From an optimization exercise on the open Yosys and OpenROAD flow, aimed at small area, a short achievable clock period and few clock cycles per item; shortcuts taken in it are not production practice. Where RTL was checked, it was by simulation tests only, not by an equivalence proof against the original.

==> harbor <==
==> flow/design.v (excerpt) <==
module sqrt #(parameter width=64)
(
input                           clk,
input                           rst_n,
input                           start,
input   [width - 1'b1 : 0]      sqrt_data,
output  [width/2 - 1'b1 : 0]    sqrt_o,
output                          done
);
==> module sqrt, before the edit <==
module sqrt #(parameter width=64)
(
input                           clk,
input                           rst_n,
input                           start,
input   [width - 1'b1 : 0]      sqrt_data,
output  [width/2 - 1'b1 : 0]    sqrt_o,
output                          done
);
reg                 idle;        
reg                 busy_o;      
reg                 first;       
reg  [63:0]         x;           
reg  [3:0]          idx;         
reg  [3:0]          grp;         
reg  [31:0]         rem;         
reg  [31:0]         root;        
wire busy   = ~idle;
wire accept = start & idle;
assign done   = ~busy_o;
assign sqrt_o = root;
wire [15:0] nz;
genvar gi;
generate
    for (gi = 0; gi < 16; gi = gi + 1) begin : g_nz
        assign nz[gi] = |x[gi*4 +: 4];
    end
endgenerate
wire [7:0] lv1;
wire [7:0] lp1;
generate
    for (gi = 0; gi < 8; gi = gi + 1) begin : g_l1
        assign lv1[gi] = nz[2*gi+1] | nz[2*gi];
        assign lp1[gi] = nz[2*gi+1];
    end
endgenerate
wire [3:0] lv2;
wire [1:0] lp2 [0:3];
generate
    for (gi = 0; gi < 4; gi = gi + 1) begin : g_l2
        assign lv2[gi] = lv1[2*gi+1] | lv1[2*gi];
        assign lp2[gi] = lv1[2*gi+1] ? {1'b1, lp1[2*gi+1]} : {1'b0, lp1[2*gi]};
    end
endgenerate
wire [1:0] lv3;
wire [2:0] lp3 [0:1];
generate
    for (gi = 0; gi < 2; gi = gi + 1) begin : g_l3
        assign lv3[gi] = lv2[2*gi+1] | lv2[2*gi];
        assign lp3[gi] = lv2[2*gi+1] ? {1'b1, lp2[2*gi+1]} : {1'b0, lp2[2*gi]};
    end
endgenerate
wire [3:0] lead = lv3[1] ? {1'b1, lp3[1]} : {1'b0, lp3[0]};
wire [3:0] cur  = first ? lead : idx;
wire [3:0] nidx = cur - 1'b1;
wire       last = (cur == 4'd0);
wire [2:0] esel = cur[3:1];
wire [2:0] osel = cur[0] ? cur[3:1] : cur[3:1] - 1'b1;
wire [31:0] xe, xo;
generate
    for (gi = 0; gi < 8; gi = gi + 1) begin : g_bank
        assign xe[gi*4 +: 4] = x[(2*gi)*4 +: 4];
        assign xo[gi*4 +: 4] = x[(2*gi+1)*4 +: 4];
    end
endgenerate
wire [3:0] ge = xe[esel*4 +: 4];
wire [3:0] go = xo[osel*4 +: 4];
wire [3:0] gcur = cur[0] ? go : ge;
wire [3:0] gnxt = cur[0] ? ge : go;
wire [3:0] g0 = gcur;
wire [1:0] s0 = (g0 >= 4'd9) ? 2'd3 : (g0 >= 4'd4) ? 2'd2 : (g0 != 4'd0) ? 2'd1 : 2'd0;
wire [3:0] rr0 = g0 - s0 * s0;
wire [3:0] r0  = s0[0] ? rr0 : rr0 - {s0, 1'b1};
wire [29:0] q0   = root[29:0];
wire        neg0 = rem[31];
wire [32:0] r1   = {rem[30:0], grp[3:2]} + {~neg0, q0 ^ {30{~neg0}}, 2'b11};
wire        neg1 = r1[32];
wire [30:0] q1   = {q0, ~neg1};
wire [33:0] r2   = {r1[31:0], grp[1:0]} + {~neg1, q1 ^ {31{~neg1}}, 2'b11};
wire        neg2 = r2[33];
wire idle_nx = accept ? 1'b0 : (idle | last);
always @(posedge clk or negedge rst_n) begin
    if (!rst_n) begin
        idle   <= 1'b1;
        busy_o <= 1'b0;
    end else begin
        idle   <= idle_nx;
        busy_o <= ~idle_nx;
    end
end
always @(posedge clk) begin
    first <= idle;
    if (idle)
        x <= sqrt_data;
    idx <= nidx;
    grp <= gnxt;
    rem <= first ? {{28{r0[3]}}, r0} : r2[31:0];
    if (busy)
        root <= first ? {30'd0, s0} : {q1, ~neg2};
end
endmodule
export LEC_CHECK = 0
export ABC_AREA = 1
export CAP_MARGIN = 20
export CORE_MARGIN = 2
export CORE_UTILIZATION = 40
export SLEW_MARGIN = 20
create_clock -name core_clock -period 30.0 [get_ports {clk}]
standard.sh (not shown) runs the stock make flow with config.mk's settings and CLKGATE_MAP_FILE= SYNTH_SCRIPT=/design/flow/synth_recipe.tcl, a recipe that flattens the netlist after the stock synthesis.
==> flow/flow/run.sh <==
#!/bin/bash
# The standard layout, with each port buffered by a small buf_1 cell instead
# of the cell buffer_ports picks by default (clkdlybuf4s50_1).
set -euo pipefail
export BUFFER_PORTS_ARGS="-buffer_cell sky130_fd_sc_hd__buf_1"
bash standard.sh > standard.log 2>&1
==> inputs of tundra, as changes to harbor <==
--- a/flow/design.v
+++ b/flow/design.v
@@ -74,8 +74,10 @@
 wire [29:0] q0   = root[29:0];
 wire        neg0 = rem[31];
-wire [32:0] r1   = {rem[30:0], grp[3:2]} + {~neg0, q0 ^ {30{~neg0}}, 2'b11};
+wire [32:0] r1;
+bk_add #(.W(33)) u_add1 (.a({rem[30:0], grp[3:2]}), .b({~neg0, q0 ^ {30{~neg0}}, 2'b11}), .s(r1));
 wire        neg1 = r1[32];
 wire [30:0] q1   = {q0, ~neg1};
-wire [33:0] r2   = {r1[31:0], grp[1:0]} + {~neg1, q1 ^ {31{~neg1}}, 2'b11};
+wire [33:0] r2;
+bk_add #(.W(34)) u_add2 (.a({r1[31:0], grp[1:0]}), .b({~neg1, q1 ^ {31{~neg1}}, 2'b11}), .s(r2));
 wire        neg2 = r2[33];
 wire idle_nx = accept ? 1'b0 : (idle | last);
@@ -100,2 +102,29 @@
 end
 endmodule
+module bk_add #(parameter W=33)
+(
+input   [W-1:0] a,
+input   [W-1:0] b,
+output  [W-1:0] s
+);
+wire [W-1:0] g = a & b;
+wire [W-1:0] p = a ^ b;
+reg  [W-1:0] G, P;
+integer i, k;
+always @* begin
+    G = g;
+    P = p;
+    for (k = 1; k < W; k = k*2)
+        for (i = 2*k-1; i < W; i = i + 2*k) begin
+            G[i] = G[i] | (P[i] & G[i-k]);
+            P[i] = P[i] & P[i-k];
+        end
+    for (k = 32; k >= 1; k = k/2)
+        if (2*k < W)
+            for (i = 3*k-1; i < W; i = i + 2*k) begin
+                G[i] = G[i] | (P[i] & G[i-k]);
+                P[i] = P[i] & P[i-k];
+            end
+end
+assign s = p ^ {G[W-2:0], 1'b0};
+endmodule
Settings changed: CTS_BUF_LIST from default to sky130_fd_sc_hd__clkbuf_8.
==> summary of the runs <==
In harbor the worst setup slack is higher than in tundra, by 0.012 ns.
In tundra the register-to-register slack is worse than in harbor, by 0.26 ns.
In tundra the design area is smaller than in harbor, by 6.9%.
==> figures <==
                                                                        tundra                    harbor
Tapcells inserted                                                           280                       319
Leading cell type in the layout, fill and taps excluded  sky130_fd_sc_hd__inv_1  sky130_fd_sc_hd__nand2_1
Global placer's final weighted congestion                                 0.819                     0.896
Outcome                                                timing/DRC/antenna clean  timing/DRC/antenna clean
Post-Synth XOR/XNOR Area                                                  8.19%                     8.98%
Setup Skew                                                            0.0190 ns                 0.0137 ns
F_max                                                                   141 MHz                   141 MHz
Max-Slew Margin vs Limit                                                  30.0%                     51.6%
Final standard cell utilization of the core                               45.6%                     46.1%
Vias per Instance                                                          4.90                      5.05
GR Util All Layers                                                        17.4%                     20.0%
Testbench counts of tundra, summed over its fixed seeds: cycles 44,815, ops 4,800.
No functional check of the RTL was part of harbor.

==> inputs of run F <==
==> flow/design.v <==
module sqrt #(parameter width=64)
(
input                           clk,
input                           rst_n,
input                           start,
input   [width - 1'b1 : 0]      sqrt_data,
output  [width/2 - 1'b1 : 0]    sqrt_o,
output                          done
);
reg                 busy;        
reg                 done_r;      
reg                 first;       
reg  [63:0]         x;           
reg  [3:0]          idx;         
reg  [3:0]          grp;         
reg  [31:0]         rem;         
reg  [31:0]         root;        
wire idle   = ~busy;
wire accept = start & idle;
assign done   = done_r;
assign sqrt_o = root;
wire [15:0] nz;
genvar gi;
generate
    for (gi = 0; gi < 16; gi = gi + 1) begin : g_nz
        assign nz[gi] = |x[gi*4 +: 4];
    end
endgenerate
wire [7:0] lv1;
wire [7:0] lp1;
generate
    for (gi = 0; gi < 8; gi = gi + 1) begin : g_l1
        assign lv1[gi] = nz[2*gi+1] | nz[2*gi];
        assign lp1[gi] = nz[2*gi+1];
    end
endgenerate
wire [3:0] lv2;
wire [1:0] lp2 [0:3];
generate
    for (gi = 0; gi < 4; gi = gi + 1) begin : g_l2
        assign lv2[gi] = lv1[2*gi+1] | lv1[2*gi];
        assign lp2[gi] = lv1[2*gi+1] ? {1'b1, lp1[2*gi+1]} : {1'b0, lp1[2*gi]};
    end
endgenerate
wire [1:0] lv3;
wire [2:0] lp3 [0:1];
generate
    for (gi = 0; gi < 2; gi = gi + 1) begin : g_l3
        assign lv3[gi] = lv2[2*gi+1] | lv2[2*gi];
        assign lp3[gi] = lv2[2*gi+1] ? {1'b1, lp2[2*gi+1]} : {1'b0, lp2[2*gi]};
    end
endgenerate
wire [3:0] lead = lv3[1] ? {1'b1, lp3[1]} : {1'b0, lp3[0]};
wire [3:0] cur  = first ? lead : idx;
wire [3:0] nidx = cur - 1'b1;
wire       last = (cur == 4'd0);
wire [2:0] esel = cur[3:1];
wire [2:0] osel = cur[0] ? cur[3:1] : cur[3:1] - 1'b1;
wire [31:0] xe, xo;
generate
    for (gi = 0; gi < 8; gi = gi + 1) begin : g_bank
        assign xe[gi*4 +: 4] = x[(2*gi)*4 +: 4];
        assign xo[gi*4 +: 4] = x[(2*gi+1)*4 +: 4];
    end
endgenerate
wire [3:0] ge = xe[esel*4 +: 4];
wire [3:0] go = xo[osel*4 +: 4];
wire [3:0] gcur = cur[0] ? go : ge;
wire [3:0] gnxt = cur[0] ? ge : go;
wire [3:0] g0 = gcur;
wire [1:0] s0 = (g0 >= 4'd9) ? 2'd3 : (g0 >= 4'd4) ? 2'd2 : (g0 != 4'd0) ? 2'd1 : 2'd0;
wire [3:0] rr0 = g0 - s0 * s0;
wire [3:0] r0  = s0[0] ? rr0 : rr0 - {s0, 1'b1};
wire [29:0] q0   = root[29:0];
wire        neg0 = rem[31];
wire [32:0] r1   = {rem[30:0], grp[3:2]} + {~neg0, q0 ^ {30{~neg0}}, 2'b11};
wire        neg1 = r1[32];
wire [30:0] q1   = {q0, ~neg1};
wire [33:0] r2   = {r1[31:0], grp[1:0]} + {~neg1, q1 ^ {31{~neg1}}, 2'b11};
wire        neg2 = r2[33];
wire idle_nx = accept ? 1'b0 : (idle | last);
always @(posedge clk or negedge rst_n) begin
    if (!rst_n) begin
        busy   <= 1'b0;
        done_r <= 1'b1;
    end else begin
        busy   <= ~idle_nx;
        done_r <= idle_nx;
    end
end
always @(posedge clk) begin
    first <= idle;
    if (idle)
        x <= sqrt_data;
    idx <= nidx;
    grp <= gnxt;
    rem <= first ? {{28{r0[3]}}, r0} : r2[31:0];
    if (busy)
        root <= first ? {30'd0, s0} : {q1, ~neg2};
end
endmodule
==> flow/flow/run.sh <==
#!/bin/bash
# The standard layout, with each port buffered by a small buf_1 cell instead
# of the cell buffer_ports picks by default (clkdlybuf4s50_1).
set -euo pipefail
export BUFFER_PORTS_ARGS="-buffer_cell sky130_fd_sc_hd__buf_1"
bash standard.sh > standard.log 2>&1
==> flow/standard.sh <==
#!/bin/bash
# synth_recipe.tcl (not shown) runs the flow's synth.tcl, then flattens the netlist and writes it again
# the make line also repeats each setting of config.mk as NAME=value (left out here)
make -C /OpenROAD-flow-scripts/flow DESIGN_CONFIG=/design/flow/config.mk WORK_HOME=/design/flow/orfs CLKGATE_MAP_FILE= SYNTH_SCRIPT=/design/flow/synth_recipe.tcl "${@:-finish}"
==> flow/config.mk <==
export PLATFORM = sky130hd
export DESIGN_NAME = sqrt
export DESIGN_NICKNAME = sqrt
export VERILOG_FILES = /design/flow/design.v
export SDC_FILE = /design/flow/constraint.sdc
export NUM_CORES = 4
export LEC_CHECK = 0
export CAP_MARGIN = 20
export CORE_MARGIN = 2
export CORE_UTILIZATION = 40
export SLEW_MARGIN = 20
==> flow/constraint.sdc <==
create_clock -name core_clock -period 30.0 [get_ports {clk}]
set_input_delay 6.0000 -clock core_clock [delete_from_list [all_inputs] [get_ports {clk}]]
set_output_delay 6.0000 -clock core_clock [all_outputs]
set_load 0.01 [all_outputs]
==> inputs of run Z, as changes to run F <==
==> flow/design.v, changed modules only <==
module sqrt #(parameter width=64)
(
input                           clk,
input                           rst_n,
input                           start,
input   [width - 1'b1 : 0]      sqrt_data,
output  [width/2 - 1'b1 : 0]    sqrt_o,
output                          done
);
reg                 busy;        
reg                 done_r;      
reg                 first;       
reg  [63:0]         x;           
reg  [3:0]          idx;         
reg  [30:0]         rem;         
reg  [31:0]         root;        
wire idle   = ~busy;
wire accept = start & idle;
wire last   = (idx == 4'd0);
assign done   = done_r;
assign sqrt_o = root;
wire [15:0] nz;
genvar gi;
generate
    for (gi = 0; gi < 16; gi = gi + 1) begin : g_nz
        assign nz[gi] = |sqrt_data[gi*4 +: 4];
    end
endgenerate
wire [7:0] lv1;
wire [7:0] lp1;
generate
    for (gi = 0; gi < 8; gi = gi + 1) begin : g_l1
        assign lv1[gi] = nz[2*gi+1] | nz[2*gi];
        assign lp1[gi] = nz[2*gi+1];
    end
endgenerate
wire [3:0] lv2;
wire [1:0] lp2 [0:3];
generate
    for (gi = 0; gi < 4; gi = gi + 1) begin : g_l2
        assign lv2[gi] = lv1[2*gi+1] | lv1[2*gi];
        assign lp2[gi] = lv1[2*gi+1] ? {1'b1, lp1[2*gi+1]} : {1'b0, lp1[2*gi]};
    end
endgenerate
wire [1:0] lv3;
wire [2:0] lp3 [0:1];
generate
    for (gi = 0; gi < 2; gi = gi + 1) begin : g_l3
        assign lv3[gi] = lv2[2*gi+1] | lv2[2*gi];
        assign lp3[gi] = lv2[2*gi+1] ? {1'b1, lp2[2*gi+1]} : {1'b0, lp2[2*gi]};
    end
endgenerate
wire [3:0] lead = lv3[1] ? {1'b1, lp3[1]} : {1'b0, lp3[0]};
wire [3:0] grp = x[idx*4 +: 4];
wire [29:0] q0 = first ? 30'd0 : root[29:0];
wire [32:0] rp1 = {rem, grp[3:2]};
wire [33:0] d1  = {1'b0, rp1} - {2'b00, q0, 2'b01};
wire        b1  = d1[33];
wire [31:0] rem1 = b1 ? rp1[31:0] : d1[31:0];
wire [30:0] q1   = {q0, ~b1};
wire [33:0] rp2 = {rem1, grp[1:0]};
wire [34:0] d2  = {1'b0, rp2} - {2'b00, q1, 2'b01};
wire        b2  = d2[34];
wire [30:0] rem2 = b2 ? rp2[30:0] : d2[30:0];
wire idle_nx = accept ? 1'b0 : (idle | last);
always @(posedge clk or negedge rst_n) begin
    if (!rst_n) begin
        busy   <= 1'b0;
        done_r <= 1'b1;
    end else begin
        busy   <= ~idle_nx;
        done_r <= idle_nx;
    end
end
always @(posedge clk) begin
    first <= idle;
    if (idle) begin
        x    <= sqrt_data;
        idx  <= lead;
        rem  <= 31'd0;
    end else begin
        idx  <= idx - 1'b1;
        rem  <= rem2;
        root <= {q1, ~b2};
    end
end
endmodule
==> summary.txt <==
- Run F passed the timing, design-rule and antenna checks. Run Z finished clean.
- In clock skew, run Z and run F hardly differ.
- Of run Z and run F, run Z has the higher sequential share of layout area (gap 0.48 points).
- Between run F and run Z, the lower non-clock buffer count is in run Z (gap 3).
- In run F the worst hold slack is lower than in run Z, by 0.12 ns.
- Against run Z, the die area of run F is higher by 4.1%.
==> figures <==
metric                                                                          run F                    run Z
Outcome                                                       complete, no violations  complete, no violations
Met2 wire length                                                              10.8 mm                  10.6 mm
Origin of the worst setup path                                                rem[31]                    first
Multi-input gate share of total cell area                                       49.7%                    48.2%
Seq area share                                                                  35.5%                    36.0%
Combined buffer and inverter count along the critical path                          2                        3
Post-Syn Area per Cell                                                      10.4 um^2                9.87 um^2
Endpoint of the worst hold-timing path                                         rem[0]                 root[24]
Fraction of final layout cells sized beyond drive strength 1                    9.39%                    6.65%
Transition time at the pin with the least slew margin                        0.941 ns                  1.01 ns
Critical register-to-register path startpoint                                 rem[31]                    first
No run of this note included a check of the RTL's function; only the layout flow was run.

==> static timing again, ports no longer ideal <==
In the flow no input, the clock included, has a driving cell. The finished layouts below were timed again as built, in two steps. Step 1, drivers: a clkbuf_16 drives clk and a buf_2 each remaining input, both assumed. Step 2 times the ports against the registers' clock, not the clock port: input delays grow and output delays shrink by t, the midpoint of the rising clock arrivals with the driver on. Three values: ideal, step 1, step 2; two values: the first two.
run	t, ns	slack for setup (ns)	slew at the worst register clock pin (ns)	worst slew at a driven data input, ns	cell pins on the clock port's net
harbor	0.477	22.917 / 22.873 / 23.350	0.07 / 0.07	0.04	1
tundra	0.486	22.905 / 22.864 / 23.350	0.10 / 0.10	0.04	1
run F	0.472	22.861 / 22.844 / 22.861	0.07 / 0.07	0.04	1
run Z	0.472	22.066 / 22.066 / 22.066	0.07 / 0.07	0.04	1
After both steps every run listed still meets setup and hold.
